Context: an optimization exercise on an open-source flow, tuned for small area and a short achievable clock period. The choices shown serve that exercise and are no tape-out recipe.
Function was checked by simulation only, so behaviour that the tests miss may differ from the original.
Power and IR drop assume default switching activity.

### flow/config.mk
export PLATFORM = sky130hd
export DESIGN_NAME = s_axi_template
export DESIGN_NICKNAME = s_axi_template
export VERILOG_FILES = /design/flow/design.v
export SDC_FILE = /design/flow/constraint.sdc
export NUM_CORES = 4
export LEC_CHECK = 0
export ABC_AREA = 1
export ABC_CLOCK_PERIOD_IN_PS = 4000
export CAP_MARGIN = 20
export CORE_MARGIN = 2
export CORE_UTILIZATION = 40
export CTS_BUF_LIST = sky130_fd_sc_hd__clkbuf_4 sky130_fd_sc_hd__clkbuf_8
export CTS_CLUSTER_SIZE = 40
export SLEW_MARGIN = 20
### flow/constraint.sdc
create_clock -name core_clock -period 10.0 [get_ports {S_AXI_ACLK}]
set_input_delay 2.0000 -clock core_clock [delete_from_list [all_inputs] [get_ports {S_AXI_ACLK}]]
set_output_delay 2.0000 -clock core_clock [all_outputs]
set_load 0.01 [all_outputs]
### flow/design.v
module mul_front (
  input  wire        WV,
  input  wire        ARM,
  input  wire [15:0] W,
  input  wire [15:0] AQ,
  input  wire [15:0] B,
  output wire [15:0] AW,
  output wire [71:0] PP,
  output wire [7:0]  NEG
);
  assign AW = WV ? (ARM ? W : AQ) : AQ;
  wire one0 = B[0] ^ 1'b0;
  wire two0 = (B[1] & ~B[0] & ~1'b0) | (~B[1] & B[0] & 1'b0);
  assign NEG[0] = B[1];
  assign PP[0] = (one0 & AW[0]) ^ B[1];
  assign PP[1] = ((one0 & AW[1]) | (two0 & AW[0])) ^ B[1];
  assign PP[2] = ((one0 & AW[2]) | (two0 & AW[1])) ^ B[1];
  assign PP[3] = ((one0 & AW[3]) | (two0 & AW[2])) ^ B[1];
  assign PP[4] = ((one0 & AW[4]) | (two0 & AW[3])) ^ B[1];
  assign PP[5] = ((one0 & AW[5]) | (two0 & AW[4])) ^ B[1];
  assign PP[6] = ((one0 & AW[6]) | (two0 & AW[5])) ^ B[1];
  assign PP[7] = ((one0 & AW[7]) | (two0 & AW[6])) ^ B[1];
  assign PP[8] = ((one0 & AW[8]) | (two0 & AW[7])) ^ B[1];
  assign PP[9] = ((one0 & AW[9]) | (two0 & AW[8])) ^ B[1];
  assign PP[10] = ((one0 & AW[10]) | (two0 & AW[9])) ^ B[1];
  assign PP[11] = ((one0 & AW[11]) | (two0 & AW[10])) ^ B[1];
  assign PP[12] = ((one0 & AW[12]) | (two0 & AW[11])) ^ B[1];
  assign PP[13] = ((one0 & AW[13]) | (two0 & AW[12])) ^ B[1];
  assign PP[14] = ((one0 & AW[14]) | (two0 & AW[13])) ^ B[1];
  assign PP[15] = ((one0 & AW[15]) | (two0 & AW[14])) ^ B[1];
  wire one1 = B[2] ^ B[1];
  wire two1 = (B[3] & ~B[2] & ~B[1]) | (~B[3] & B[2] & B[1]);
  assign NEG[1] = B[3];
  assign PP[16] = (one1 & AW[0]) ^ B[3];
  assign PP[17] = ((one1 & AW[1]) | (two1 & AW[0])) ^ B[3];
  assign PP[18] = ((one1 & AW[2]) | (two1 & AW[1])) ^ B[3];
  assign PP[19] = ((one1 & AW[3]) | (two1 & AW[2])) ^ B[3];
  assign PP[20] = ((one1 & AW[4]) | (two1 & AW[3])) ^ B[3];
  assign PP[21] = ((one1 & AW[5]) | (two1 & AW[4])) ^ B[3];
  assign PP[22] = ((one1 & AW[6]) | (two1 & AW[5])) ^ B[3];
  assign PP[23] = ((one1 & AW[7]) | (two1 & AW[6])) ^ B[3];
  assign PP[24] = ((one1 & AW[8]) | (two1 & AW[7])) ^ B[3];
  assign PP[25] = ((one1 & AW[9]) | (two1 & AW[8])) ^ B[3];
  assign PP[26] = ((one1 & AW[10]) | (two1 & AW[9])) ^ B[3];
  assign PP[27] = ((one1 & AW[11]) | (two1 & AW[10])) ^ B[3];
  assign PP[28] = ((one1 & AW[12]) | (two1 & AW[11])) ^ B[3];
  assign PP[29] = ((one1 & AW[13]) | (two1 & AW[12])) ^ B[3];
  wire one2 = B[4] ^ B[3];
  wire two2 = (B[5] & ~B[4] & ~B[3]) | (~B[5] & B[4] & B[3]);
  assign NEG[2] = B[5];
  assign PP[30] = (one2 & AW[0]) ^ B[5];
  assign PP[31] = ((one2 & AW[1]) | (two2 & AW[0])) ^ B[5];
  assign PP[32] = ((one2 & AW[2]) | (two2 & AW[1])) ^ B[5];
  assign PP[33] = ((one2 & AW[3]) | (two2 & AW[2])) ^ B[5];
  assign PP[34] = ((one2 & AW[4]) | (two2 & AW[3])) ^ B[5];
  assign PP[35] = ((one2 & AW[5]) | (two2 & AW[4])) ^ B[5];
  assign PP[36] = ((one2 & AW[6]) | (two2 & AW[5])) ^ B[5];
  assign PP[37] = ((one2 & AW[7]) | (two2 & AW[6])) ^ B[5];
  assign PP[38] = ((one2 & AW[8]) | (two2 & AW[7])) ^ B[5];
  assign PP[39] = ((one2 & AW[9]) | (two2 & AW[8])) ^ B[5];
  assign PP[40] = ((one2 & AW[10]) | (two2 & AW[9])) ^ B[5];
  assign PP[41] = ((one2 & AW[11]) | (two2 & AW[10])) ^ B[5];
  wire one3 = B[6] ^ B[5];
  wire two3 = (B[7] & ~B[6] & ~B[5]) | (~B[7] & B[6] & B[5]);
  assign NEG[3] = B[7];
  assign PP[42] = (one3 & AW[0]) ^ B[7];
  assign PP[43] = ((one3 & AW[1]) | (two3 & AW[0])) ^ B[7];
  assign PP[44] = ((one3 & AW[2]) | (two3 & AW[1])) ^ B[7];
  assign PP[45] = ((one3 & AW[3]) | (two3 & AW[2])) ^ B[7];
  assign PP[46] = ((one3 & AW[4]) | (two3 & AW[3])) ^ B[7];
  assign PP[47] = ((one3 & AW[5]) | (two3 & AW[4])) ^ B[7];
  assign PP[48] = ((one3 & AW[6]) | (two3 & AW[5])) ^ B[7];
  assign PP[49] = ((one3 & AW[7]) | (two3 & AW[6])) ^ B[7];
  assign PP[50] = ((one3 & AW[8]) | (two3 & AW[7])) ^ B[7];
  assign PP[51] = ((one3 & AW[9]) | (two3 & AW[8])) ^ B[7];
  wire one4 = B[8] ^ B[7];
  wire two4 = (B[9] & ~B[8] & ~B[7]) | (~B[9] & B[8] & B[7]);
  assign NEG[4] = B[9];
  assign PP[52] = (one4 & AW[0]) ^ B[9];
  assign PP[53] = ((one4 & AW[1]) | (two4 & AW[0])) ^ B[9];
  assign PP[54] = ((one4 & AW[2]) | (two4 & AW[1])) ^ B[9];
  assign PP[55] = ((one4 & AW[3]) | (two4 & AW[2])) ^ B[9];
  assign PP[56] = ((one4 & AW[4]) | (two4 & AW[3])) ^ B[9];
  assign PP[57] = ((one4 & AW[5]) | (two4 & AW[4])) ^ B[9];
  assign PP[58] = ((one4 & AW[6]) | (two4 & AW[5])) ^ B[9];
  assign PP[59] = ((one4 & AW[7]) | (two4 & AW[6])) ^ B[9];
  wire one5 = B[10] ^ B[9];
  wire two5 = (B[11] & ~B[10] & ~B[9]) | (~B[11] & B[10] & B[9]);
  assign NEG[5] = B[11];
  assign PP[60] = (one5 & AW[0]) ^ B[11];
  assign PP[61] = ((one5 & AW[1]) | (two5 & AW[0])) ^ B[11];
  assign PP[62] = ((one5 & AW[2]) | (two5 & AW[1])) ^ B[11];
  assign PP[63] = ((one5 & AW[3]) | (two5 & AW[2])) ^ B[11];
  assign PP[64] = ((one5 & AW[4]) | (two5 & AW[3])) ^ B[11];
  assign PP[65] = ((one5 & AW[5]) | (two5 & AW[4])) ^ B[11];
  wire one6 = B[12] ^ B[11];
  wire two6 = (B[13] & ~B[12] & ~B[11]) | (~B[13] & B[12] & B[11]);
  assign NEG[6] = B[13];
  assign PP[66] = (one6 & AW[0]) ^ B[13];
  assign PP[67] = ((one6 & AW[1]) | (two6 & AW[0])) ^ B[13];
  assign PP[68] = ((one6 & AW[2]) | (two6 & AW[1])) ^ B[13];
  assign PP[69] = ((one6 & AW[3]) | (two6 & AW[2])) ^ B[13];
  wire one7 = B[14] ^ B[13];
  wire two7 = (B[15] & ~B[14] & ~B[13]) | (~B[15] & B[14] & B[13]);
  assign NEG[7] = B[15];
  assign PP[70] = (one7 & AW[0]) ^ B[15];
  assign PP[71] = ((one7 & AW[1]) | (two7 & AW[0])) ^ B[15];
endmodule
module xbip_multadd_0 (
  input  wire        WV,
  input  wire        ARM,
  input  wire [15:0] W,
  input  wire [15:0] AQ,
  input  wire [15:0] B,
  input  wire [15:0] X,
  input  wire        CI,
  output wire [15:0] AW,
  output wire [15:0] S,
  output wire [15:0] Y,
  output wire [15:0] Z,
  output wire        E,
  output wire [1:0]  F
);
  wire [71:0] PP;
  wire [7:0] NEG;
  mul_front front (.WV(WV), .ARM(ARM), .W(W), .AQ(AQ), .B(B), .AW(AW), .PP(PP), .NEG(NEG));
  wire s0 = NEG[0] ^ X[0];
  wire c0 = NEG[0] & X[0];
  wire s1 = NEG[1] ^ X[2];
  wire c1 = NEG[1] & X[2];
  wire s2 = NEG[2] ^ X[4];
  wire c2 = NEG[2] & X[4];
  wire s3 = NEG[3] ^ X[6];
  wire c3 = NEG[3] & X[6];
  wire s4 = NEG[4] ^ X[8];
  wire c4 = NEG[4] & X[8];
  wire s5 = NEG[5] ^ X[10];
  wire c5 = NEG[5] & X[10];
  wire s6 = NEG[6] ^ X[12];
  wire c6 = NEG[6] & X[12];
  wire s7 = NEG[7] ^ X[14];
  wire c7 = NEG[7] & X[14];
  wire s8 = X[9] ^ c4;
  wire c8 = X[9] & c4;
  wire s9 = PP[10] ^ PP[24] ^ PP[36];
  wire c9 = (PP[10] & PP[24]) | (PP[10] & PP[36]) | (PP[24] & PP[36]);
  wire s10 = X[11] ^ c5 ^ PP[11];
  wire c10 = (X[11] & c5) | (X[11] & PP[11]) | (c5 & PP[11]);
  wire s11 = PP[25] ^ PP[37];
  wire c11 = PP[25] & PP[37];
  wire s12 = PP[12] ^ PP[26] ^ PP[38];
  wire c12 = (PP[12] & PP[26]) | (PP[12] & PP[38]) | (PP[26] & PP[38]);
  wire s13 = PP[48] ^ PP[56] ^ PP[62];
  wire c13 = (PP[48] & PP[56]) | (PP[48] & PP[62]) | (PP[56] & PP[62]);
  wire s14 = X[13] ^ c6 ^ PP[13];
  wire c14 = (X[13] & c6) | (X[13] & PP[13]) | (c6 & PP[13]);
  wire s15 = PP[27] ^ PP[39] ^ PP[49];
  wire c15 = (PP[27] & PP[39]) | (PP[27] & PP[49]) | (PP[39] & PP[49]);
  wire s16 = PP[57] ^ PP[63];
  wire c16 = PP[57] & PP[63];
  wire s17 = PP[14] ^ PP[28] ^ PP[40];
  wire c17 = (PP[14] & PP[28]) | (PP[14] & PP[40]) | (PP[28] & PP[40]);
  wire s18 = PP[50] ^ PP[58] ^ PP[64];
  wire c18 = (PP[50] & PP[58]) | (PP[50] & PP[64]) | (PP[58] & PP[64]);
  wire s19 = PP[68] ^ PP[70] ^ s7;
  wire c19 = (PP[68] & PP[70]) | (PP[68] & s7) | (PP[70] & s7);
  wire s20 = X[5] ^ c2;
  wire c20 = X[5] & c2;
  wire s21 = PP[20] ^ PP[32] ^ PP[42];
  wire c21 = (PP[20] & PP[32]) | (PP[20] & PP[42]) | (PP[32] & PP[42]);
  wire s22 = X[7] ^ c3 ^ PP[21];
  wire c22 = (X[7] & c3) | (X[7] & PP[21]) | (c3 & PP[21]);
  wire s23 = PP[33] ^ PP[43];
  wire c23 = PP[33] & PP[43];
  wire s24 = PP[22] ^ PP[34] ^ PP[44];
  wire c24 = (PP[22] & PP[34]) | (PP[22] & PP[44]) | (PP[34] & PP[44]);
  wire s25 = PP[52] ^ PP[8] ^ s4;
  wire c25 = (PP[52] & PP[8]) | (PP[52] & s4) | (PP[8] & s4);
  wire s26 = PP[23] ^ PP[35] ^ PP[45];
  wire c26 = (PP[23] & PP[35]) | (PP[23] & PP[45]) | (PP[35] & PP[45]);
  wire s27 = PP[53] ^ PP[9] ^ s8;
  wire c27 = (PP[53] & PP[9]) | (PP[53] & s8) | (PP[9] & s8);
  wire s28 = PP[46] ^ PP[54] ^ PP[60];
  wire c28 = (PP[46] & PP[54]) | (PP[46] & PP[60]) | (PP[54] & PP[60]);
  wire s29 = s5 ^ c8 ^ s9;
  wire c29 = (s5 & c8) | (s5 & s9) | (c8 & s9);
  wire s30 = PP[47] ^ PP[55] ^ PP[61];
  wire c30 = (PP[47] & PP[55]) | (PP[47] & PP[61]) | (PP[55] & PP[61]);
  wire s31 = c9 ^ s10 ^ s11;
  wire c31 = (c9 & s10) | (c9 & s11) | (s10 & s11);
  wire s32 = PP[66] ^ s6 ^ c10;
  wire c32 = (PP[66] & s6) | (PP[66] & c10) | (s6 & c10);
  wire s33 = c11 ^ s12 ^ s13;
  wire c33 = (c11 & s12) | (c11 & s13) | (s12 & s13);
  wire s34 = PP[67] ^ c12 ^ c13;
  wire c34 = (PP[67] & c12) | (PP[67] & c13) | (c12 & c13);
  wire s35 = s14 ^ s15 ^ s16;
  wire c35 = (s14 & s15) | (s14 & s16) | (s15 & s16);
  wire s36 = c14 ^ c15 ^ c16;
  wire c36 = (c14 & c15) | (c14 & c16) | (c15 & c16);
  wire s37 = s17 ^ s18 ^ s19;
  wire c37 = (s17 & s18) | (s17 & s19) | (s18 & s19);
  wire s38 = X[3] ^ c1;
  wire c38 = X[3] & c1;
  wire s39 = PP[18] ^ PP[30] ^ PP[4];
  wire c39 = (PP[18] & PP[30]) | (PP[18] & PP[4]) | (PP[30] & PP[4]);
  wire s40 = PP[19] ^ PP[31] ^ PP[5];
  wire c40 = (PP[19] & PP[31]) | (PP[19] & PP[5]) | (PP[31] & PP[5]);
  wire s41 = PP[6] ^ s3 ^ c20;
  wire c41 = (PP[6] & s3) | (PP[6] & c20) | (s3 & c20);
  wire s42 = PP[7] ^ c21 ^ s22;
  wire c42 = (PP[7] & c21) | (PP[7] & s22) | (c21 & s22);
  wire s43 = c22 ^ c23 ^ s24;
  wire c43 = (c22 & c23) | (c22 & s24) | (c23 & s24);
  wire s44 = c24 ^ c25 ^ s26;
  wire c44 = (c24 & c25) | (c24 & s26) | (c25 & s26);
  wire s45 = c26 ^ s28 ^ c27;
  wire c45 = (c26 & s28) | (c26 & c27) | (s28 & c27);
  wire s46 = c28 ^ s30 ^ c29;
  wire c46 = (c28 & s30) | (c28 & c29) | (s30 & c29);
  wire s47 = c30 ^ c31 ^ s32;
  wire c47 = (c30 & c31) | (c30 & s32) | (c31 & s32);
  wire s48 = c32 ^ c33 ^ s34;
  wire c48 = (c32 & c33) | (c32 & s34) | (c33 & s34);
  wire s49 = c34 ^ c35 ^ s36;
  wire c49 = (c34 & c35) | (c34 & s36) | (c35 & s36);
  wire s50 = CI ^ PP[0];
  wire c50 = CI & PP[0];
  wire s51 = X[1] ^ c0 ^ PP[1];
  wire c51 = (X[1] & c0) | (X[1] & PP[1]) | (c0 & PP[1]);
  wire s52 = PP[16] ^ PP[2] ^ s1;
  wire c52 = (PP[16] & PP[2]) | (PP[16] & s1) | (PP[2] & s1);
  wire s53 = PP[17] ^ PP[3] ^ s38;
  wire c53 = (PP[17] & PP[3]) | (PP[17] & s38) | (PP[3] & s38);
  wire s54 = s2 ^ c38 ^ s39;
  wire c54 = (s2 & c38) | (s2 & s39) | (c38 & s39);
  wire s55 = c39 ^ s20 ^ s40;
  wire c55 = (c39 & s20) | (c39 & s40) | (s20 & s40);
  wire s56 = c40 ^ s21 ^ s41;
  wire c56 = (c40 & s21) | (c40 & s41) | (s21 & s41);
  wire s57 = s23 ^ c41 ^ s42;
  wire c57 = (s23 & c41) | (s23 & s42) | (c41 & s42);
  wire s58 = s25 ^ c42 ^ s43;
  wire c58 = (s25 & c42) | (s25 & s43) | (c42 & s43);
  wire s59 = c43 ^ s27 ^ s44;
  wire c59 = (c43 & s27) | (c43 & s44) | (s27 & s44);
  wire x60 = c7 ^ c17;
  wire x61 = c18 ^ c19;
  wire x62 = x60 ^ x61;
  wire x63 = X[15] ^ PP[15];
  wire x64 = PP[29] ^ PP[41];
  wire x65 = PP[51] ^ PP[59];
  wire x66 = PP[65] ^ PP[69];
  wire x67 = PP[71] ^ x63;
  wire x68 = x64 ^ x65;
  wire x69 = x66 ^ x67;
  wire x70 = x68 ^ x69;
  assign F = {x62, x70};
  assign S[0] = s0;
  assign Y[0] = s50;
  assign Z[0] = 1'b0;
  assign S[1] = c50;
  assign Y[1] = s51;
  assign Z[1] = 1'b0;
  assign S[2] = c51;
  assign Y[2] = s52;
  assign Z[2] = 1'b0;
  assign S[3] = c52;
  assign Y[3] = s53;
  assign Z[3] = 1'b0;
  assign S[4] = c53;
  assign Y[4] = s54;
  assign Z[4] = 1'b0;
  assign S[5] = c54;
  assign Y[5] = s55;
  assign Z[5] = 1'b0;
  assign S[6] = c55;
  assign Y[6] = s56;
  assign Z[6] = 1'b0;
  assign S[7] = c56;
  assign Y[7] = s57;
  assign Z[7] = 1'b0;
  assign S[8] = c57;
  assign Y[8] = s58;
  assign Z[8] = 1'b0;
  assign S[9] = c58;
  assign Y[9] = s59;
  assign Z[9] = 1'b0;
  assign E = c59;
  assign S[10] = c44;
  assign Y[10] = s29;
  assign Z[10] = s45;
  assign S[11] = s31;
  assign Y[11] = c45;
  assign Z[11] = s46;
  assign S[12] = s33;
  assign Y[12] = c46;
  assign Z[12] = s47;
  assign S[13] = s35;
  assign Y[13] = c47;
  assign Z[13] = s48;
  assign S[14] = s37;
  assign Y[14] = c48;
  assign Z[14] = s49;
  assign S[15] = c36;
  assign Y[15] = c37;
  assign Z[15] = c49;
endmodule
module mul_final (
  input  wire [15:0] S,
  input  wire [15:0] Y,
  input  wire [15:0] Z,
  input  wire        E,
  input  wire [1:0]  F,
  input  wire        EN,
  output wire [15:0] P
);
  wire [15:0] r1, r2;
  assign r1[0] = S[0];
  assign r2[0] = Y[0];
  assign r1[1] = S[1];
  assign r2[1] = Y[1];
  assign r1[2] = S[2];
  assign r2[2] = Y[2];
  assign r1[3] = S[3];
  assign r2[3] = Y[3];
  assign r1[4] = S[4];
  assign r2[4] = Y[4];
  assign r1[5] = S[5];
  assign r2[5] = Y[5];
  assign r1[6] = S[6];
  assign r2[6] = Y[6];
  assign r1[7] = S[7];
  assign r2[7] = Y[7];
  assign r1[8] = S[8];
  assign r2[8] = Y[8];
  assign r1[9] = S[9];
  assign r2[9] = Y[9];
  assign r1[10] = S[10] ^ Y[10] ^ Z[10];
  assign r2[10] = E;
  assign r1[11] = S[11] ^ Y[11] ^ Z[11];
  assign r2[11] = (S[10] & Y[10]) | (S[10] & Z[10]) | (Y[10] & Z[10]);
  assign r1[12] = S[12] ^ Y[12] ^ Z[12];
  assign r2[12] = (S[11] & Y[11]) | (S[11] & Z[11]) | (Y[11] & Z[11]);
  assign r1[13] = S[13] ^ Y[13] ^ Z[13];
  assign r2[13] = (S[12] & Y[12]) | (S[12] & Z[12]) | (Y[12] & Z[12]);
  assign r1[14] = S[14] ^ Y[14] ^ Z[14];
  assign r2[14] = (S[13] & Y[13]) | (S[13] & Z[13]) | (Y[13] & Z[13]);
  assign r1[15] = S[15] ^ Y[15] ^ Z[15] ^ F[0] ^ F[1];
  assign r2[15] = (S[14] & Y[14]) | (S[14] & Z[14]) | (Y[14] & Z[14]);
  assign P = (r1 + r2) & {16{EN}};
endmodule
`timescale 1ns / 1ps
module s_axi_template #(
		parameter integer C_S_AXI_ID_WIDTH	= 1,
		parameter integer C_S_AXI_DATA_WIDTH	= 64,
		parameter integer C_S_AXI_ADDR_WIDTH	= 32,
		parameter integer C_S_AXI_AWUSER_WIDTH	= 1,
		parameter integer C_S_AXI_ARUSER_WIDTH	= 1,
		parameter integer C_S_AXI_WUSER_WIDTH	= 1,
		parameter integer C_S_AXI_RUSER_WIDTH	= 1,
		parameter integer C_S_AXI_BUSER_WIDTH	= 1
	)
	(
		output wire [15:0] P_buf,  
		output wire [15:0] A_dbg,
		output wire [15:0] B_dbg,
		output wire [15:0] C_dbg,
		output wire [ 3:0] mode_sel_dbg,
		input wire  S_AXI_ACLK,
		input wire  S_AXI_ARESETN,
		input wire [C_S_AXI_ID_WIDTH-1 : 0] S_AXI_AWID,
		input wire [C_S_AXI_ADDR_WIDTH-1 : 0] S_AXI_AWADDR,
		input wire [7 : 0] S_AXI_AWLEN,
		input wire [2 : 0] S_AXI_AWSIZE,
		input wire [1 : 0] S_AXI_AWBURST,
		input wire  S_AXI_AWLOCK,
		input wire [3 : 0] S_AXI_AWCACHE,
		input wire [2 : 0] S_AXI_AWPROT,
		input wire [3 : 0] S_AXI_AWQOS,
		input wire [3 : 0] S_AXI_AWREGION,
		input wire [C_S_AXI_AWUSER_WIDTH-1 : 0] S_AXI_AWUSER,
		input wire  S_AXI_AWVALID,
		output wire  S_AXI_AWREADY,
		input wire [C_S_AXI_DATA_WIDTH-1 : 0] S_AXI_WDATA,
		input wire [(C_S_AXI_DATA_WIDTH/8)-1 : 0] S_AXI_WSTRB,
		input wire  S_AXI_WLAST,
		input wire [C_S_AXI_WUSER_WIDTH-1 : 0] S_AXI_WUSER,
		input wire  S_AXI_WVALID,
		output wire  S_AXI_WREADY,
		output wire [C_S_AXI_ID_WIDTH-1 : 0] S_AXI_BID,
		output wire [1 : 0] S_AXI_BRESP,
		output wire [C_S_AXI_BUSER_WIDTH-1 : 0] S_AXI_BUSER,
		output wire  S_AXI_BVALID,
		input wire  S_AXI_BREADY,
		input wire [C_S_AXI_ID_WIDTH-1 : 0] S_AXI_ARID,
		input wire [C_S_AXI_ADDR_WIDTH-1 : 0] S_AXI_ARADDR,
		input wire [7 : 0] S_AXI_ARLEN,
		input wire [2 : 0] S_AXI_ARSIZE,
		input wire [1 : 0] S_AXI_ARBURST,
		input wire  S_AXI_ARLOCK,
		input wire [3 : 0] S_AXI_ARCACHE,
		input wire [2 : 0] S_AXI_ARPROT,
		input wire [3 : 0] S_AXI_ARQOS,
		input wire [3 : 0] S_AXI_ARREGION,
		input wire [C_S_AXI_ARUSER_WIDTH-1 : 0] S_AXI_ARUSER,
		input wire  S_AXI_ARVALID,
		output wire  S_AXI_ARREADY,
		output wire [C_S_AXI_ID_WIDTH-1 : 0] S_AXI_RID,
		output wire [C_S_AXI_DATA_WIDTH-1 : 0] S_AXI_RDATA,
		output wire [1 : 0] S_AXI_RRESP,
		output wire  S_AXI_RLAST,
		output wire [C_S_AXI_RUSER_WIDTH-1 : 0] S_AXI_RUSER,
		output wire  S_AXI_RVALID,
		input wire  S_AXI_RREADY
	);
	reg        axi_awready, axi_awv_awr_flag, axi_wready, axi_bvalid;
	reg        axi_arready, axi_arv_arr_flag, axi_rvalid, axi_rlast;
	reg  [7:0] axi_arlen_rem;      
	reg  [3:0] wsel;               
	wire idle   = ~axi_awv_awr_flag & ~axi_arv_arr_flag;
	wire aw_set = S_AXI_AWVALID & idle;
	wire ar_set = S_AXI_ARVALID & idle;
	wire wbeat  = axi_wready & S_AXI_WVALID;
	wire wdone  = S_AXI_WLAST & axi_wready;
	wire rhs    = axi_rvalid & S_AXI_RREADY;
	wire rzero  = (axi_arlen_rem == 8'd0);
	always @(posedge S_AXI_ACLK) begin
		if (S_AXI_ARESETN == 1'b0) begin
			axi_awready      <= 1'b0;
			axi_awv_awr_flag <= 1'b0;
			axi_wready       <= 1'b0;
			axi_bvalid       <= 1'b0;
			axi_arready      <= 1'b0;
			axi_arv_arr_flag <= 1'b0;
			axi_rvalid       <= 1'b0;
			axi_rlast        <= 1'b0;
			axi_arlen_rem    <= 8'd0;
		end else begin
			axi_awready <= aw_set;
			if (aw_set)
				axi_awv_awr_flag <= 1'b1;
			else if (wdone)
				axi_awv_awr_flag <= 1'b0;
			if (~axi_wready & S_AXI_WVALID & axi_awv_awr_flag)
				axi_wready <= 1'b1;
			else if (wdone)
				axi_wready <= 1'b0;
			if (wbeat & S_AXI_WLAST)
				axi_bvalid <= 1'b1;
			else if (S_AXI_BREADY & axi_bvalid)
				axi_bvalid <= 1'b0;
			axi_arready <= ar_set;
			if (ar_set)
				axi_arv_arr_flag <= 1'b1;
			else if (rhs & rzero)
				axi_arv_arr_flag <= 1'b0;
			if (axi_arv_arr_flag & ~axi_rvalid)
				axi_rvalid <= 1'b1;
			else if (rhs)
				axi_rvalid <= 1'b0;
			if (S_AXI_ARVALID & ~axi_arv_arr_flag) begin
				axi_arlen_rem <= S_AXI_ARLEN;
				axi_rlast     <= 1'b0;
			end else if (rhs) begin
				axi_arlen_rem <= axi_arlen_rem - 8'd1;
				axi_rlast     <= 1'b0;
			end else if (rzero & ~axi_rlast & axi_arv_arr_flag)
				axi_rlast <= 1'b1;
			else if (S_AXI_RREADY)
				axi_rlast <= 1'b0;
		end
	end
	always @(posedge S_AXI_ACLK)
		if (S_AXI_AWVALID & ~axi_awv_awr_flag)
			wsel <= {S_AXI_AWADDR[19:16] == 4'h4, S_AXI_AWADDR[19:16] == 4'h3,
			         S_AXI_AWADDR[19:16] == 4'h2, S_AXI_AWADDR[19:16] == 4'h1};
	assign S_AXI_AWREADY = axi_awready;
	assign S_AXI_WREADY  = axi_wready;
	assign S_AXI_BVALID  = axi_bvalid;
	assign S_AXI_BRESP   = 2'b00;
	assign S_AXI_BUSER   = {C_S_AXI_BUSER_WIDTH{1'b0}};
	assign S_AXI_BID     = S_AXI_AWID;
	assign S_AXI_ARREADY = axi_arready;
	assign S_AXI_RVALID  = axi_rvalid;
	assign S_AXI_RLAST   = axi_rlast;
	assign S_AXI_RRESP   = 2'b00;
	assign S_AXI_RUSER   = {C_S_AXI_RUSER_WIDTH{1'b0}};
	assign S_AXI_RID     = S_AXI_ARID;
	reg [15:0] A, B, C, B_in, C_in;
	reg [ 3:0] mode_sel;
	wire rst = ~S_AXI_ARESETN;
	wire [15:0] W = S_AXI_WDATA[15:0];
	wire [15:0] A_wr;
	wire [15:0] A_nx = rst ? 16'd0 : A_wr;
	wire [15:0] B_nx = rst ? 16'd0 : (wbeat & wsel[1]) ? W : B;
	wire [15:0] C_nx = rst ? 16'd0 : (wbeat & wsel[2]) ? W : C;
	wire [ 3:0] M_nx = rst ? 4'd0  : (wbeat & wsel[3]) ? W[3:0] : mode_sel;
	wire [15:0] Bi_nx = rst ? 16'd0 :
	                    (mode_sel[2:0] == 3'b000) ? 16'd0 :
	                    (mode_sel[2:1] == 2'b10)  ? 16'd1 : B;
	wire [15:0] Ci_nx = (~rst & (mode_sel[2] | (mode_sel[1] & mode_sel[0]))) ? C : 16'd0;
	wire        Sub_nx = mode_sel[0];
	always @(posedge S_AXI_ACLK) begin
		A        <= A_nx;
		B        <= B_nx;
		C        <= C_nx;
		mode_sel <= M_nx;
		B_in     <= Bi_nx;
		C_in     <= Ci_nx;
	end
	assign A_dbg        = A;
	assign B_dbg        = B_in;
	assign C_dbg        = C_in;
	assign mode_sel_dbg = mode_sel;
	wire [15:0] cs_s, cs_y, cs_z;
	wire        cs_e;
	wire [ 1:0] cs_f;
	reg  [15:0] P_s, P_y, P_z;
	reg         P_e;
	reg  [ 1:0] P_f;
	xbip_multadd_0 MultAdd (
		.WV (S_AXI_WVALID),
		.ARM(axi_wready & wsel[0]),
		.W  (W),
		.AQ (A),
		.B  (Bi_nx),
		.X  (Ci_nx ^ {16{Sub_nx}}),
		.CI (Sub_nx),
		.AW (A_wr),
		.S  (cs_s),
		.Y  (cs_y),
		.Z  (cs_z),
		.E  (cs_e),
		.F  (cs_f)
	);
	always @(posedge S_AXI_ACLK) begin
		P_s <= cs_s;
		P_y <= cs_y;
		P_z <= cs_z;
		P_e <= cs_e;
		P_f <= cs_f;
	end
	wire P_en = (~mode_sel[2] & ~mode_sel[0]) | (mode_sel[1] & mode_sel[0]);
	mul_final MultFinal (
		.S (P_s),
		.Y (P_y),
		.Z (P_z),
		.E (P_e),
		.F (P_f),
		.EN(P_en),
		.P (P_buf)
	);
	reg [15:0] rd_data;
	wire aw56 = (S_AXI_AWADDR[19:16] == 4'h5) | (S_AXI_AWADDR[19:16] == 4'h6);
	wire ar56 = (S_AXI_ARADDR[19:16] == 4'h5) | (S_AXI_ARADDR[19:16] == 4'h6);
	wire rd_load = (aw_set & aw56) | (ar_set & ar56);
	always @(posedge S_AXI_ACLK)
		if (rst)
			rd_data <= 16'd0;
		else if (rd_load)
			rd_data <= P_buf;
	assign S_AXI_RDATA = {{(C_S_AXI_DATA_WIDTH-16){1'b0}}, rd_data & {16{axi_rvalid}}};
endmodule
### flow/flow/run.sh
#!/bin/bash
# The standard layout (standard.sh) with these changes:
#  - the port buffers are sky130_fd_sc_hd__buf_1 instead of the cell that
#    buffer_ports picks by itself;
#  - resizing may change a cell's footprint (MATCH_CELL_FOOTPRINT=0);
#  - the constant outputs share one tie cell (SKIP_REPAIR_TIE_FANOUT=1);
#  - timing repair aims for 5.4 ns of setup slack (SETUP_SLACK_MARGIN=5.4).
# ORFS writes each step's log under orfs/logs; make's own output goes to standard.log.
set -euo pipefail
bash standard.sh BUFFER_PORTS_ARGS="-buffer_cell sky130_fd_sc_hd__buf_1" MATCH_CELL_FOOTPRINT=0 SKIP_REPAIR_TIE_FANOUT=1 SETUP_SLACK_MARGIN=5.4 finish > standard.log 2>&1
### flow/standard.sh
#!/bin/bash
# synth_recipe.tcl (not shown) runs the flow's synth.tcl, then flattens the netlist and writes it again
# the make line also repeats each setting of config.mk as NAME=value (left out here)
make -C /OpenROAD-flow-scripts/flow DESIGN_CONFIG=/design/flow/config.mk WORK_HOME=/design/flow/orfs CLKGATE_MAP_FILE= SYNTH_SCRIPT=/design/flow/synth_recipe.tcl "${@:-finish}"
==> results.yml, run 1 <==
sta:
  rsz0062_at_grt: "true"
  relSlewSlack_pct: 38.0
  worst_slew_pin_slew_ps: 928
  final-setup-viol-count: 0
  max_freq_ghz: 0.218
  period_share_pct: 45.8
  finalClockSkew_ps: 14.1
  timing.final.crit_period_ps: 4580
  fin_setup_tns_ps: 0
  hold_ws_ps: 452
  slew_violations: 0
  hold_viol: 0
setup_path:
  critical_path.max_stage_delay_ps: 470
  r2r_cells: 14
  cp.required_ps: 8000
  path_delay_family: "adder cells"
  worst_path_max_delay_cell: "fa_1"
  path_class: "flip-flop to primary output"
  crit_fanout: 5
  worstPathCellList: "fa_1 > ha_1 > nand2_1 > nor2_1 > nand2_1 > o2111ai_1 > a31oi_1 > inv_1 > nand2_1 > nand3_2 > inv_2 > buf_6"
  crit_buf_inv: 3
  cp_common_cell: "nand2_1"
  crit_arrival_ps: 2580
  worstSetupEndpointType: "primary output"
  critPathLaunchType: "flip-flop"
  crit_cells: 12
placement:
  gp_congestion: 0.923
  dp_hpwl_mm: 19.6
  dp.cells: 1591
  io_buffer_count: 129
final_layout:
  syn_to_final_growth_pct: 14.8
  fin_cells: 1666
  drive_above_1_share_pct: 13.4
  final_common_cell: "nand2_1"
  num-nets-final: 1619
  final_core_util_pct: 46.5
  diodes: 0
  mostFrequentLayoutCells: "nand2_1 (206), dfxtp_1 (155), inv_1 (149)"
logic_synthesis:
  synth_edf_count: 4
  synth_cell_types: 45
  netlist_area_sq_um: 9760
  async_reset_ff_share_pct: 0
  syn_area_per_cell_sq_um: 7.91
  ys_seq_area_share_pct: 33.4
  netlist_instances: 1234
  yosysWarnings: 1
  synth_nets: 1524
  synth_seq_cells: 161
  ys.flop_type: "dfxtp_1"
min_path:
  min_path_cells: 2
  min_path_type: "flip-flop to flip-flop"
die:
  die_w_um: 160
  fp.dieH_um: 160
  core_region_area_sq_um: 24100
  rows: 57
  die_area_sq_um: 25700
  start_util_pct: 40.5
  ios: 353
clock_network:
  clkLatencyLatePin_ps: 470
  tritoncts: "yes"
  cts_buffers: 17
  cts.sinks: 161
  postCtsHoldBufs: 0
  cts_buffer_depth: 2
  htreeDepth: 4
  path_clk_slew_ps: 80
  root_buffer: "clkbuf_8"
grt:
  antenna_found_initial: 0
  grt_pass1_vias: 8112
  overflow: 0
  grt_first_pass_wirelength_mm: 42.6
  grt_max_degree: 55
  gr-usage-all-layers_pct: 20.9
routing:
  drc: 0
  num_vias: 8284
  wl_per_cell_um: 16.1
  drt_iter0_drc: 700
  wl_mm: 26.8
  via_per_inst: 4.97
  ant_nets: 0
  dr.pass1.iters: 5
outcome:
  status: "no timing/DRC/antenna violations"
power:
  p_per_area_nw_per_um2: 122
  ir_drop_uv: 75.0
  p_leak_nw: 5.14
run:
  maxCapViolations: 0
-- cell usage after synthesis, types with 8 or more instances --
| master | number | area, sq um |
|---|---|---|
| nand2_1 | 212 | 796 |
| inv_1 | 159 | 597 |
| dfxtp_1 | 157 | 3140 |
| nor2_1 | 88 | 330 |
| a21oi_1 | 80 | 400 |
| o21ai_0 | 78 | 390 |
| xor2_1 | 70 | 613 |
| buf_4 | 60 | 450 |
| fa_1 | 51 | 1020 |
| nand3_1 | 47 | 235 |
| o22ai_1 | 42 | 263 |
| ha_1 | 32 | 400 |
| clkbuf_1 | 27 | 101 |
| o211ai_1 | 14 | 105 |
| inv_2 | 12 | 45.0 |
| or2_2 | 12 | 75.1 |
| o21a_1 | 11 | 82.6 |
| buf_2 | 10 | 50.1 |
| nand4_1 | 10 | 62.6 |
| xnor2_1 | 9 | 78.8 |
| nor2_4 | 8 | 90.1 |
-- cell families (layout without fill, tap and decap cells) --
logic type	after synthesis	after routing	synth area share, %
buf+inv	273	381	13.1
other cells	1	1	0.0384
simple gates	398	398	18.0
compound gates	239	239	13.8
flops	161	161	33.4
fa+ha+maj	83	83	14.6
xor+xnor	79	79	7.09
-- timing repair --
| action | 4_1_cts | 5_1_grt |
|---|---|---|
| cloned | 0 | 1 |
| pin swaps | 11 | 11 |
| setup endpoints to repair | 33 | 26 |
| gates resized for setup | 47 | 41 |
| buffers inserted | 29 | 13 |
-- where the power goes --
| group | internal (W) | switching [W] | leakage, nW | total (W) |
|---|---|---|---|---|
| clock | 0.000289 | 0.000257 | 0.219 | 0.000547 |
| sequential | 0.000662 | 0.0000148 | 1.31 | 0.000677 |
| combinational | 0.0000470 | 0.000101 | 3.61 | 0.000148 |
-- stage by stage --
stage | power [W] | setup slack [ps] | cell area (sq um)
2_1_floorplan | 0.000799 | 5370 | 9810
3_3_place_gp | 0.000821 | 4180 | 10100
3_5_place_dp | 0.000823 | 4090 | 10100
4_1_cts | 0.00137 | 5330 | 10900
5_1_grt | 0.00143 | 5230 | 11200
6_report | 0.00137 | 5420 | 11200
-- registers in the layout (all words and copies together) (netlist names), 2 cells and up --
name / cells
A: 16
B: 16
B_in: 16
C: 16
C_in: 16
P_s: 16
P_y: 16
rd_data: 16
axi_arlen_rem: 8
P_z: 6
mode_sel: 4
wsel: 4
P_f: 2
-- per-layer routing --
| layer | global-route usage [%] | wire length (um) | vias to the layer above | share of wire (%) |
|---|---|---|---|---|
| met1 | 28.5 | 11900 | 3855 | 45 |
| met5 | 0 | 0 | - | 0 |
| li1 | - | - | 4081 | - |
| met3 | 4.00 | 1750 | 51 | 6.5 |
| met2 | 33.9 | 12500 | 297 | 47 |
| met4 | 6.39 | 571 | 0 | 2.1 |
-- path summary, 6_finish.rpt --
check | endpoint | slack [ps] | startpoint
max | P_buf[15] | 5420 | P_z[13]
min | C[11] | 450 | C[11]
max reg2reg | P_y[8] | 6210 | mode_sel[1]
min reg2reg | C[11] | 450 | C[11]
-- final cells by class --
| cell class | instances | area, sq um |
|---|---|---|
| fill | 2494 | 12900 |
| multi-input combinational | 800 | 5480 |
| sequential | 161 | 3270 |
| timing repair buffer | 177 | 926 |
| inverter | 172 | 678 |
| tap | 324 | 405 |
| clock buffer | 20 | 269 |
| clock inverter | 12 | 179 |
-- tightest hold or removal path, stage by stage (launching register included) --
cell     delay, ps
dfxtp_1        300
inv_1           60
a21oi_1         50
==> run 2, diff against run 1 <==
--- a/flow/config.mk
+++ b/flow/config.mk
@@ -9,7 +9,7 @@
 export ABC_CLOCK_PERIOD_IN_PS = 4000
 export CAP_MARGIN = 20
 export CORE_MARGIN = 2
-export CORE_UTILIZATION = 40
+export CORE_UTILIZATION = 50
 export CTS_BUF_LIST = sky130_fd_sc_hd__clkbuf_4 sky130_fd_sc_hd__clkbuf_8
 export CTS_CLUSTER_SIZE = 40
 export SLEW_MARGIN = 20
==> results.yml, run 2 <==
die:
  die_w_um: 144
  core_region_area_sq_um: 19300
  ios: 353
  rows: 51
  die_area_sq_um: 20700
  fp.dieH_um: 144
  start_util_pct: 50.5
logic_synthesis:
  ys.flop_type: "dfxtp_1"
  yosysWarnings: 1
  yosysMostFrequentCell: "nand2_1"
  post-synth-top-area-cell: "dfxtp_1"
  synth_edf_count: 4
  synth.top_cell.area_share_pct: 32.2
  netlist_area_sq_um: 9760
  netlist_instances: 1234
  synth_cell_types: 45
  async_reset_ff_share_pct: 0
  netlist_top_cells_area: "dfxtp_1 (32%), fa_1 (10%), nand2_1 (8.2%)"
  ys_seq_area_share_pct: 33.4
  yosys-top-cells-count: "nand2_1 (212), inv_1 (159), dfxtp_1 (157)"
  synth_seq_cells: 161
  syn_area_per_cell_sq_um: 7.91
  synth_nets: 1524
setup_path:
  worstReg2RegEnd: "P_z[13]"
  r2r-start: "mode_sel[2]"
  r2r_setup_slack_ps: 6140
  crit_fanout: 3
  cp.required_ps: 8000
  crit_arrival_ps: 2570
  critPathLaunchType: "flip-flop"
  r2r_cells: 11
  worstSetupEndpointType: "primary output"
  path_class: "flip-flop to primary output"
grt:
  antenna_found_initial: 0
  grt_max_degree: 55
  overflow: 0
  gr-usage-all-layers_pct: 25.4
  grt_first_pass_wirelength_mm: 40.3
  grt_pass1_vias: 7663
sta:
  rsz0062_at_grt: "true"
  hold_viol: 0
  final-setup-viol-count: 0
  slew_violations: 0
  max_freq_ghz: 0.219
  fin_setup_tns_ps: 0
  hold_ws_ps: 454
  timing.final.crit_period_ps: 4570
  relSlewSlack_pct: 41.7
  finalClockSkew_ps: 17.1
  period_share_pct: 45.7
  worst_slew_pin_slew_ps: 872
placement:
  gp_congestion: 0.919
  io_buffer_count: 129
  dp_hpwl_mm: 19.0
final_layout:
  syn_to_final_growth_pct: 13.4
  num-nets-final: 1618
  drive_above_1_share_pct: 14.2
  diodes: 0
  final_common_cell: "nand2_1"
  regArea_sq_um: 3270
  multi_input_area_sq_um: 5490
  nFillCells: 1875
  mostFrequentLayoutCells: "nand2_1 (206), dfxtp_1 (153), inv_1 (146)"
routing:
  wl_met3_mm: 1.42
  dr_wl_met2_mm: 12.0
  drt_iter0_drc: 554
  maxUsedRoutingLayer: "met4"
  num_vias: 8324
  dr.pass1.iters: 5
  wl_mm: 26.1
  drc: 0
  ant_nets: 0
  via_per_inst: 5.18
  wl_met1_mm: 12.0
  wl_per_cell_um: 16.2
min_path:
  min_to: "C[2]"
  min_from: "C[2]"
  min_path_cells: 2
  min_path_type: "flip-flop to flip-flop"
clock_network:
  tritoncts: "yes"
  cts_buffer_depth: 2
  cts.sinks: 161
  postCtsHoldBufs: 0
  htreeDepth: 4
  cts_buffers: 17
  clkLatencyLatePin_ps: 470
  path_clk_slew_ps: 90
  root_buffer: "clkbuf_8"
run:
  maxCapViolations: 0
power:
  ir_drop_uv: 84.0
  p_per_area_nw_per_um2: 117
  p_leak_nw: 5.12
outcome:
  status: "no timing/DRC/antenna violations"
run 2: cell counts after synthesis:
No cell type changed its count.
run 2: timing repair:
item,in CTS,in global routing
gates cloned,0,1
gates resized for setup,40,66
endpoints found under the setup margin,34,24
buffers inserted,23,18
pin swaps,10,17
run 2: cell families after synthesis:
logic type      count (synthesis)  share of synthesized area [%]
simple gates                  398                           18.0
fa+ha+maj                      83                           14.6
other cells                     1                         0.0384
flops                         161                           33.4
compound gates                239                           13.8
buf+inv                       273                           13.1
xor+xnor                       79                           7.09
run 2: metal layers:
metal / track usage (%) / up-vias
met3: 3.50 / 36
met1: 35.5 / 3915
met2: 40.2 / 288
met4: 9.55 / 0
li1: - / 4085
met5: 0 / -
run 2: worst max path at each step:
| stage | end | slack [ps] | depth (start not counted) | startpoint |
|---|---|---|---|---|
| after floorplan | P_y[9] | 5370 | 14 | S_AXI_WVALID |
| after global placement | P_y[7] | 4190 | 13 | S_AXI_ARESETN |
| after detailed placement | P_y[9] | 4160 | 13 | S_AXI_ARESETN |
| after CTS | P_buf[15] | 5360 | 12 | P_s[10] |
| after global routing | P_buf[15] | 5280 | 12 | P_z[10] |
| final | P_buf[15] | 5430 | 12 | P_z[10] |
run 2: cell type report:
type / instances / share of cell area, %
timing repair inverter: 1 / 0.0679
inverter: 172 / 6.15
multi-input combinational: 800 / 49.6
sequential: 161 / 29.5
timing repair buffer: 175 / 8.18
tap: 265 / 3.00
clock inverter: 13 / 1.13
clock buffer: 19 / 2.31
run 2: power breakdown:
group,switching [W],leakage (nW),internal (W)
registers,0.0000148,1.31,0.000662
logic,0.000101,3.61,0.0000468
clock network,0.000263,0.192,0.000211
run 2: through the flow:
step / cell area, sq um / setup WS (ps) / util (%) / instances / power, W
2_1_floorplan: 9810 / 5370 / - / 1234 / 0.000799
3_3_place_gp: 10000 / 4190 / 51.8 / 1532 / 0.000821
3_5_place_dp: 10000 / 4160 / 51.8 / 1532 / 0.000823
4_1_cts: 10700 / 5360 / 55.3 / 1587 / 0.00130
5_1_grt: 11100 / 5280 / 57.2 / 1606 / 0.00136
6_report: 11100 / 5430 / 57.2 / 1606 / 0.00130
run 2: worst max-delay path, stage by stage (launching register included):
cell	delay (ps)
dfxtp_2	330
fa_1	580
ha_4	230
a21oi_4	140
o21ai_2	70
nand2_1	60
o2111ai_1	90
a31oi_1	200
inv_1	70
nand2_1	70
nand3_2	90
inv_2	80
buf_6	90
==> run 3, diff against run 2 <==
==> flow/flow/run.sh (replaced) <==
#!/bin/bash
# The standard layout (standard.sh) with these changes:
#  - the port buffers are sky130_fd_sc_hd__buf_1 instead of the cell that
#    buffer_ports picks by itself;
#  - resizing may change a cell's footprint (MATCH_CELL_FOOTPRINT=0);
#  - the constant outputs share one tie cell (SKIP_REPAIR_TIE_FANOUT=1).
# ORFS writes each step's log under orfs/logs; make's own output goes to standard.log.
set -euo pipefail
bash standard.sh BUFFER_PORTS_ARGS="-buffer_cell sky130_fd_sc_hd__buf_1" MATCH_CELL_FOOTPRINT=0 SKIP_REPAIR_TIE_FANOUT=1 finish > standard.log 2>&1
--- a/flow/config.mk
+++ b/flow/config.mk
@@ -9,7 +9,9 @@
 export ABC_CLOCK_PERIOD_IN_PS = 4000
 export CAP_MARGIN = 20
 export CORE_MARGIN = 2
-export CORE_UTILIZATION = 50
+export CORE_UTILIZATION = 40
 export CTS_BUF_LIST = sky130_fd_sc_hd__clkbuf_4 sky130_fd_sc_hd__clkbuf_8
-export CTS_CLUSTER_SIZE = 40
+export CTS_CLUSTER_DIAMETER = 150
+export CTS_CLUSTER_SIZE = 60
+export SETUP_SLACK_MARGIN = 5
 export SLEW_MARGIN = 20
==> results.yml, run 3 <==
clock_network:
  cts_buffers: 17
  postCtsHoldBufs: 0
  cts_buffer_depth: 2
  clkLatencyLatePin_ps: 460
  path_clk_slew_ps: 90
  htreeDepth: 4
  root_buffer: "clkbuf_8"
  cts.sinks: 161
  tritoncts: "yes"
min_path:
  min_path_type: "flip-flop to flip-flop"
  min_from: "C[1]"
  min_path_cells: 2
  min_to: "C[1]"
setup_path:
  cp_common_cell: "fa_1"
  cp-startpoint: "S_AXI_WVALID"
  cp.required_ps: 10320
  critPathLaunchType: "input port"
  worstPathCellList: "buf_1 > nand2_1 > nor2_1 > buf_4 > or2_2 > o21a_1 > inv_1 > o22ai_1 > xor2_1 > fa_1 > inv_1 > fa_1 > fa_1"
  r2r_cells: 14
  crit_arrival_ps: 5150
  r2r_setup_slack_ps: 6170
  worst_path_max_delay_cell: "fa_1"
  r2r-start: "mode_sel[1]"
  worstSetupEndpointType: "flip-flop"
  crit_fanout: 15
  critical_path.max_stage_delay_ps: 540
  worstReg2RegEnd: "P_y[8]"
  path_class: "input port to flip-flop"
grt:
  grt_max_degree: 55
  gr-usage-all-layers_pct: 20.0
  grt_pass1_vias: 7672
  antenna_found_initial: 0
  grt_first_pass_wirelength_mm: 40.6
  overflow: 0
logic_synthesis:
  netlist_area_sq_um: 9760
  yosysMostFrequentCell: "nand2_1"
  synth_mux_area_share_pct: 0
  async_reset_ff_share_pct: 0
  yosysWarnings: 1
  synth_seq_cells: 161
  synth.top_cell.area_share_pct: 32.2
  synth_compound_area_share_pct: 13.8
  syn_area_per_cell_sq_um: 7.91
  synth_cell_types: 45
  yosys.area_share.simple_pct: 18.0
  synth_adder_area_share_pct: 14.6
  netlist_top_cells_area: "dfxtp_1 (32%), fa_1 (10%), nand2_1 (8.2%)"
  netlist_instances: 1234
  yosys-top-cells-count: "nand2_1 (212), inv_1 (159), dfxtp_1 (157)"
  synth_edf_count: 4
  synth_top_family_by_area: "simple AND/OR/NAND/NOR gates"
  synth_nets: 1524
  post-synth-top-area-cell: "dfxtp_1"
  ys.flop_type: "dfxtp_1"
  synth_xor_area_share_pct: 7.09
  ys_seq_area_share_pct: 33.4
power:
  p_sw_w: 0.000365
  switching_share_pct: 26.5
  seq_power_share_pct: 49.1
  ir_drop_uv: 82.4
  comb_power_share_pct: 9.6
  clkPwrFrac_pct: 41.2
  power.internal_w: 0.00101
  p_leak_nw: 4.96
  p_per_area_nw_per_um2: 129
placement:
  io_buffer_count: 129
  dp_slack_ps: 4130
  gp_congestion: 0.910
  dp_hpwl_mm: 19.5
die:
  fp.dieH_um: 160
  start_util_pct: 40.5
  die_area_sq_um: 25700
  ios: 353
  die_w_um: 160
  core_region_area_sq_um: 24100
  rows: 57
final_layout:
  mostFrequentLayoutCells: "nand2_1 (209), inv_1 (158), dfxtp_1 (157)"
  diodes: 0
  drive_above_1_share_pct: 7.67
  syn_to_final_growth_pct: 8.96
  num-nets-final: 1580
  final_common_cell: "nand2_1"
sta:
  hold_viol: 0
  relSlewSlack_pct: 42.1
  finalClockSkew_ps: 18.9
  max_freq_ghz: 0.207
  worst_slew_pin_slew_ps: 866
  period_share_pct: 48.2
  final-setup-viol-count: 0
  fin_setup_tns_ps: 0
  timing.final.crit_period_ps: 4820
  slew_violations: 0
  rsz0062_at_grt: "false"
  setup_ws_ps: 5180
run:
  maxCapViolations: 0
routing:
  wl_mm: 25.4
  drt_iter0_drc: 597
  drc: 0
  dr.pass1.iters: 5
  ant_nets: 0
  num_vias: 8036
  wl_per_cell_um: 15.6
  via_per_inst: 4.94
outcome:
  status: "no timing/DRC/antenna violations"
-- run 3: cell families after synthesis --
kind of cell | after synthesis
xor gates and xnor gates | 79
other | 1
DFF | 161
buffers and inverters | 273
AOI/OAI and AO/OA | 239
adders and majority gates | 83
and+or+nand+nor | 398
-- run 3: worst max path at each step --
stage | end | cells past startpoint | slack, ps
floorplan | P_y[9] | 14 | 5190
global placement | P_y[9] | 13 | 4170
detailed placement | P_y[9] | 13 | 4130
CTS | P_buf[15] | 12 | 5030
global route | P_buf[12] | 14 | 5010
finish | P_y[8] | 13 | 5180
-- run 3: worst max-delay path: cells and delay by family --
kind            cells  cell delay [ps]
xor+xnor            1              180
buf+inv             4              740
simple gates        3              430
compound gates      2              340
fa+ha+maj           3             1450
-- run 3: power groups by stage --
stage	Sequential, W	Clock [W]	Combinational (W)
2_1_floorplan	0.000687	0	0.000110
3_3_place_gp	0.000691	0	0.000130
3_5_place_dp	0.000692	0	0.000130
4_1_cts	0.000677	0.000580	0.000132
5_1_grt	0.000680	0.000606	0.000149
6_report	0.000677	0.000567	0.000133
-- run 3: cell type report --
type	count	area, sq um
Clock inverter	13	208
Tap cell	324	405
Multi-Input combinational cell	800	5280
Timing Repair Buffer	138	576
Sequential cell	161	3260
Fill cell	2522	13500
Clock buffer	19	262
Inverter	172	646
-- run 3: routing by layer --
metal,vias up,routed length (um),global-route usage (%)
li1,4006,-,-
met1,3760,12100,27.9
met2,245,11500,31.7
met3,25,1410,3.84
met4,0,361,5.28
met5,-,0,0
-- run 3: through the flow --
stage / instances / util [%] / hold slack [ps] / cell area, sq um / total power, W
after floorplan: 1234 / - / 430 / 9760 / 0.000797
after global placement: 1592 / 41.7 / 439 / 10100 / 0.000821
after detailed placement: 1592 / 41.7 / 447 / 10100 / 0.000822
after CTS: 1625 / 43.8 / 460 / 10600 / 0.00139
after global routing: 1627 / 44.1 / 473 / 10600 / 0.00143
final: 1627 / 44.1 / 456 / 10600 / 0.00138
-- run 3: repair_timing --
item / CTS / global route
gates resized for setup: 8 / 18
setup buffers: 1 / 2
pin swaps: 1 / 1
endpoints found under the setup margin: 16 / 14
==> run 4, diff against run 3 <==
--- a/flow/config.mk
+++ b/flow/config.mk
@@ -11,7 +11,6 @@
 export CORE_MARGIN = 2
 export CORE_UTILIZATION = 40
 export CTS_BUF_LIST = sky130_fd_sc_hd__clkbuf_4 sky130_fd_sc_hd__clkbuf_8
-export CTS_CLUSTER_DIAMETER = 150
-export CTS_CLUSTER_SIZE = 60
+export CTS_CLUSTER_SIZE = 40
 export SETUP_SLACK_MARGIN = 5
 export SLEW_MARGIN = 20
==> results.yml, run 4 <==
clock_network:
  root_buffer: "clkbuf_8"
  cts.sinks: 161
  tritoncts: "yes"
  path_clk_slew_ps: 90
  postCtsHoldBufs: 0
  htreeDepth: 4
  cts_buffer_depth: 2
  cts_buffers: 17
  clkLatencyLatePin_ps: 460
setup_path:
  crit_buf_inv: 4
  crit_arrival_ps: 5150
  worstSetupEndpointType: "flip-flop"
  path_delay_family: "adder cells"
  cp_common_cell: "fa_1"
  critPathLaunchType: "input port"
  worstPathCellList: "buf_1 > nand2_1 > nor2_1 > buf_4 > or2_2 > o21a_1 > inv_1 > o22ai_1 > xor2_1 > fa_1 > inv_1 > fa_1 > fa_1"
  crit_fanout: 15
  cp.required_ps: 10320
  critical_path.max_stage_delay_ps: 540
  path_class: "input port to flip-flop"
  worst_path_max_delay_cell: "fa_1"
sta:
  hold_viol: 0
  finalClockSkew_ps: 18.9
  max_freq_ghz: 0.207
  timing.final.crit_period_ps: 4820
  hold_ws_ps: 456
  final-setup-viol-count: 0
  relSlewSlack_pct: 42.1
  period_share_pct: 48.2
  rsz0062_at_grt: "false"
  slew_violations: 0
  fin_setup_tns_ps: 0
  worst_slew_pin_slew_ps: 866
grt:
  grt_max_degree: 55
  gr-usage-all-layers_pct: 20.0
  overflow: 0
  antenna_found_initial: 0
  grt_first_pass_wirelength_mm: 40.6
  grt_pass1_vias: 7672
logic_synthesis:
  synth.top_cell.area_share_pct: 32.2
  netlist_top_cells_area: "dfxtp_1 (32%), fa_1 (10%), nand2_1 (8.2%)"
  netlist_area_sq_um: 9760
  yosys-top-cells-count: "nand2_1 (212), inv_1 (159), dfxtp_1 (157)"
  synth_nets: 1524
  yosysWarnings: 1
  ys.flop_type: "dfxtp_1"
  synth_edf_count: 4
  netlist_instances: 1234
  yosysMostFrequentCell: "nand2_1"
  synth_cell_types: 45
  post-synth-top-area-cell: "dfxtp_1"
  async_reset_ff_share_pct: 0
  ys_seq_area_share_pct: 33.4
  syn_area_per_cell_sq_um: 7.91
  synth_seq_cells: 161
routing:
  dr.pass1.iters: 5
  wl_mm: 25.4
  drt_iter0_drc: 597
  ant_nets: 0
  num_vias: 8036
  via_per_inst: 4.94
  drc: 0
  wl_per_cell_um: 15.6
placement:
  dp_hpwl_mm: 19.5
  placed_area_sq_um: 10100
  gp_congestion: 0.910
  dp.cells: 1592
  io_buffer_count: 129
die:
  die_area_sq_um: 25700
  die_w_um: 160
  fp.dieH_um: 160
  rows: 57
  start_util_pct: 40.5
  core_region_area_sq_um: 24100
  ios: 353
final_layout:
  diodes: 0
  final_common_cell: "nand2_1"
  fin_cells: 1627
  drive_above_1_share_pct: 7.67
  num-nets-final: 1580
  fin_area_sq_um: 10600
  syn_to_final_growth_pct: 8.96
  mostFrequentLayoutCells: "nand2_1 (209), inv_1 (158), dfxtp_1 (157)"
run:
  maxCapViolations: 0
power:
  p_per_area_nw_per_um2: 129
  ir_drop_uv: 82.4
  p_leak_nw: 4.96
outcome:
  status: "no timing/DRC/antenna violations"
min_path:
  min_path_type: "flip-flop to flip-flop"
## run 4: worst min-delay path, delay by kind of cell, from the launching register on
kind                   cells  cell delay (ps)
AO/OA/AOI/OAI              1               50
buffers and inverters      1               60
flip-flops                 1              300
## run 4: stage by stage
stage	utilization, %	setup WS, ps	power [W]
floorplan	-	5190	0.000797
global placement	41.7	4170	0.000821
detailed placement	41.7	4130	0.000822
CTS	43.8	5030	0.00139
global route	44.1	5010	0.00143
finish	44.1	5180	0.00138
## run 4: power by group
part / internal, W / total, W / leakage, nW / switching (W)
sequential: 0.000662 / 0.000677 / 1.31 / 0.0000146
combinational: 0.0000380 / 0.000133 / 3.41 / 0.0000949
clock: 0.000311 / 0.000567 / 0.236 / 0.000256
total: 0.00101 / 0.00138 / 4.96 / 0.000365
## run 4: cells by family after synthesis
group,after synthesis,synth area share (%)
XOR/XNOR,79,7.09
AND/OR/NAND/NOR,398,18.0
flip-flops,161,33.4
other,1,0.0384
AO/OA/AOI/OAI,239,13.8
adder cells (fa/ha/maj),83,14.6
buffers and inverters,273,13.1
## run 4: repair_timing
| item | CTS | global route |
|---|---|---|
| resized for setup | 8 | 18 |
| pin swaps | 1 | 1 |
| gates cloned | 0 | 0 |
| buffers inserted | 1 | 2 |
| setup endpoints to repair | 16 | 14 |
## run 4: cell type report
type	count	area [sq um]
Sequential cell	161	3260
Clock buffer	19	262
Tap cell	324	405
Timing Repair Buffer	138	576
Inverter	172	646
Clock inverter	13	208
Fill cell	2522	13500
Multi-Input combinational cell	800	5280
## run 4: metal layers
metal / global-route usage (%) / routed length [um]
met5: 0 / 0
met2: 31.7 / 11500
met4: 5.28 / 361
met3: 3.84 / 1410
met1: 27.9 / 12100
## run 4: path summary, 6_finish.rpt
kind                      from      to  slack [ps]  cells past startpoint
setup / recovery  S_AXI_WVALID  P_y[8]        5180                     13
hold / removal            C[1]    C[1]         460                      2
setup reg to reg   mode_sel[1]  P_y[8]        6170                     14
hold reg to reg           C[1]    C[1]         460                      2
==> run 5, diff against run 4 <==
==> flow/flow/run.sh (replaced) <==
#!/bin/bash
# The standard layout (standard.sh) with these changes:
#  - the port buffers are sky130_fd_sc_hd__buf_1 instead of the cell that
#    buffer_ports picks by itself;
#  - resizing may change a cell's footprint (MATCH_CELL_FOOTPRINT=0);
#  - the constant outputs share one tie cell (SKIP_REPAIR_TIE_FANOUT=1);
#  - timing repair aims for 6.2 ns of setup slack (SETUP_SLACK_MARGIN=6.2).
# ORFS writes each step's log under orfs/logs; make's own output goes to standard.log.
set -euo pipefail
bash standard.sh BUFFER_PORTS_ARGS="-buffer_cell sky130_fd_sc_hd__buf_1" MATCH_CELL_FOOTPRINT=0 SKIP_REPAIR_TIE_FANOUT=1 SETUP_SLACK_MARGIN=6.2 finish > standard.log 2>&1
--- a/flow/config.mk
+++ b/flow/config.mk
@@ -12,5 +12,4 @@
 export CORE_UTILIZATION = 40
 export CTS_BUF_LIST = sky130_fd_sc_hd__clkbuf_4 sky130_fd_sc_hd__clkbuf_8
 export CTS_CLUSTER_SIZE = 40
-export SETUP_SLACK_MARGIN = 5
 export SLEW_MARGIN = 20
==> results.yml, run 5 <==
outcome:
  status: "no timing/DRC/antenna violations"
routing:
  num_vias: 8741
  wl_mm: 30.6
  drt_iter0_drc: 673
  drc: 0
  ant_nets: 0
  wl_per_cell_um: 17.6
  via_per_inst: 5.04
  dr.pass1.iters: 5
setup_path:
  r2r-start: "mode_sel[2]"
  cp.required_ps: 8000
  r2r_setup_slack_ps: 6310
  worstReg2RegEnd: "P_z[14]"
  r2r_cells: 10
  critPathLaunchType: "flip-flop"
  worstSetupEndpointType: "primary output"
  cp-startpoint: "P_s[0]"
  crit_fanout: 3
  crit_arrival_ps: 2560
  path_class: "flip-flop to primary output"
  critPathCapture: "P_buf[12]"
sta:
  rsz0062_at_grt: "true"
  hold_viol: 0
  worst_slew_pin_slew_ps: 932
  setup_ws_ps: 5440
  final-setup-viol-count: 0
  max_freq_ghz: 0.219
  fin_setup_tns_ps: 0
  slew_violations: 0
  finalClockSkew_ps: 21.8
  timing.final.crit_period_ps: 4560
  period_share_pct: 45.6
  relSlewSlack_pct: 37.7
grt:
  grt_pass1_vias: 8432
  overflow: 0
  grt_max_degree: 55
  gr-usage-all-layers_pct: 23.1
  grt_first_pass_wirelength_mm: 45.9
  antenna_found_initial: 1
logic_synthesis:
  netlist_top_cells_area: "dfxtp_1 (32%), fa_1 (10%), nand2_1 (8.2%)"
  synth_nets: 1524
  netlist_instances: 1234
  synth.top_cell.area_share_pct: 32.2
  synth_seq_cells: 161
  synth_cell_types: 45
  post-synth-top-area-cell: "dfxtp_1"
  yosysMostFrequentCell: "nand2_1"
  yosysWarnings: 1
  synth_edf_count: 4
  async_reset_ff_share_pct: 0
  syn_area_per_cell_sq_um: 7.91
  netlist_area_sq_um: 9760
  ys_seq_area_share_pct: 33.4
  yosys-top-cells-count: "nand2_1 (212), inv_1 (159), dfxtp_1 (157)"
  ys.flop_type: "dfxtp_1"
power:
  p_leak_nw: 5.55
  ir_drop_uv: 86.3
  p_per_area_nw_per_um2: 105
clock_network:
  clkLatencyLatePin_ps: 480
  cts_buffer_depth: 2
  root_buffer: "clkbuf_8"
  path_clk_slew_ps: 90
  htreeDepth: 4
  cts_buffers: 17
  tritoncts: "yes"
  cts.sinks: 161
die:
  ios: 353
  die_area_sq_um: 25700
  rows: 57
  die_w_um: 160
  start_util_pct: 40.5
  core_region_area_sq_um: 24100
  fp.dieH_um: 160
placement:
  dp_hpwl_mm: 20.1
  gp_congestion: 0.960
  io_buffer_count: 129
  dp_slack_ps: 3890
final_layout:
  multi_input_area_sq_um: 6430
  num-nets-final: 1688
  diodes: 0
  nFillCells: 2213
  final_common_cell: "nand2_1"
  regArea_sq_um: 3280
  mostFrequentLayoutCells: "nand2_1 (181), dfxtp_1 (147), inv_1 (121)"
  drive_above_1_share_pct: 31.3
  syn_to_final_growth_pct: 32.5
run:
  maxCapViolations: 0
min_path:
  min_path_type: "flip-flop to flip-flop"
  min_path_cells: 2
==> run 5: area by class of cell <==
type / count / share of cell area (%)
sequential: 161 / 25.4
timing repair buffer: 245 / 13.1
tap: 324 / 3.14
clock buffer: 21 / 2.14
timing repair inverter: 1 / 0.0581
clock inverter: 11 / 0.919
inverter: 172 / 5.54
multi-input combinational: 800 / 49.7
==> run 5: repair_timing <==
action / in CTS / in global routing
hold buffers: 0 / 0
gates cloned: 5 / 0
setup buffers: 80 / 28
pin swaps: 73 / 72
gates resized for setup: 232 / 129
setup endpoints to repair: 56 / 65
==> run 5: cell families (layout without fill, tap and decap cells) <==
family	count (synthesis)	in the layout	synth area share, %
xor gates and xnor gates	79	79	7.09
and+or+nand+nor	398	398	18.0
adders and majority gates	83	83	14.6
DFF	161	161	33.4
AOI/OAI and AO/OA	239	239	13.8
buffers and inverters	273	450	13.1
other	1	1	0.0384
==> run 5: stage by stage <==
| stage | total power, W | cell area, sq um | hold WS [ps] | instances | utilization (%) |
|---|---|---|---|---|---|
| 5_1_grt | 0.00142 | 12900 | 480 | 1735 | 53.6 |
| 3_5_place_dp | 0.000828 | 10200 | 447 | 1590 | 42.5 |
| 4_1_cts | 0.00135 | 12200 | 459 | 1707 | 50.5 |
| 2_1_floorplan | 0.000803 | 10000 | 430 | 1234 | - |
| 3_3_place_gp | 0.000828 | 10200 | 443 | 1590 | 42.5 |
| 6_report | 0.00136 | 12900 | 462 | 1735 | 53.6 |
==> run 5: power by group <==
| part | internal [W] | switching (W) | total, W |
|---|---|---|---|
| combinational | 0.0000642 | 0.000120 | 0.000184 |
| clock | 0.000224 | 0.000274 | 0.000498 |
| sequential | 0.000662 | 0.0000164 | 0.000678 |
==> run 5: layer usage <==
layer,vias to the layer above,global-route usage [%],part of all wire [%]
met5,-,0,0.056
met2,303,37.7,47
met4,2,9.58,3.0
li1,4221,-,-
met3,49,4.73,6.1
met1,4166,30.1,44
==> run 5: worst min path at each step <==
| stage | from | to |
|---|---|---|
| 6_report | C[2] | C[2] |
| 3_3_place_gp | C[14] | C[14] |
| 3_5_place_dp | C[5] | C[5] |
| 4_1_cts | C[5] | C[5] |
| 2_1_floorplan | C[0] | C[0] |
| 5_1_grt | mode_sel[3] | mode_sel[3] |
==> run 5: critical path, cell delays in order, from the launching register on <==
cell and delay (ps):
dfxtp_2 340, ha_4 160, fa_2 360, nand2_2 90, nand2_2 70, o21ai_4 90, inv_2 90, a21oi_4 200
o21ai_4 100, nand3_1 80, nand2_1 60, or2_4 230, nand3_2 70, inv_2 40, clkbuf_2 110

-- separate check: timing with driven ports --
The flow's constraints put no driver on any port. The routed layouts listed below were extracted and timed again, unchanged, in two steps.
Step 1, drivers: a clkbuf_16 drives S_AXI_ACLK and a buf_2 each remaining input, both assumed.
Step 2 adds t to the input delays and takes it off the output delays; t is the mean of the earliest and latest rising clock arrival at the registers after step 1. Input paths then give back, and output paths get back, about the clock's delay inside the block.
Slacks: ideal / step 1 / step 2; pairs: ideal / step 1.
| run | t (ns) | setup WS [ns] | worst data-port slew with drivers (ns) |
|---|---|---|---|
| run 1 | 0.502 | 5.423 / 5.383 / 4.959 | 0.06 |
| run 2 | 0.498 | 5.431 / 5.391 / 4.986 | 0.06 |
| run 3 | 0.490 | 5.177 / 5.193 / 4.702 | 0.06 |
| run 4 | 0.490 | 5.177 / 5.193 / 4.702 | 0.06 |
| run 5 | 0.513 | 5.441 / 5.397 / 4.933 | 0.06 |
After both steps setup and hold are still met in every run listed. For run 5, which loses most, drivers alone change the setup slack by -0.044 ns; drivers and shift together by -0.508 ns.
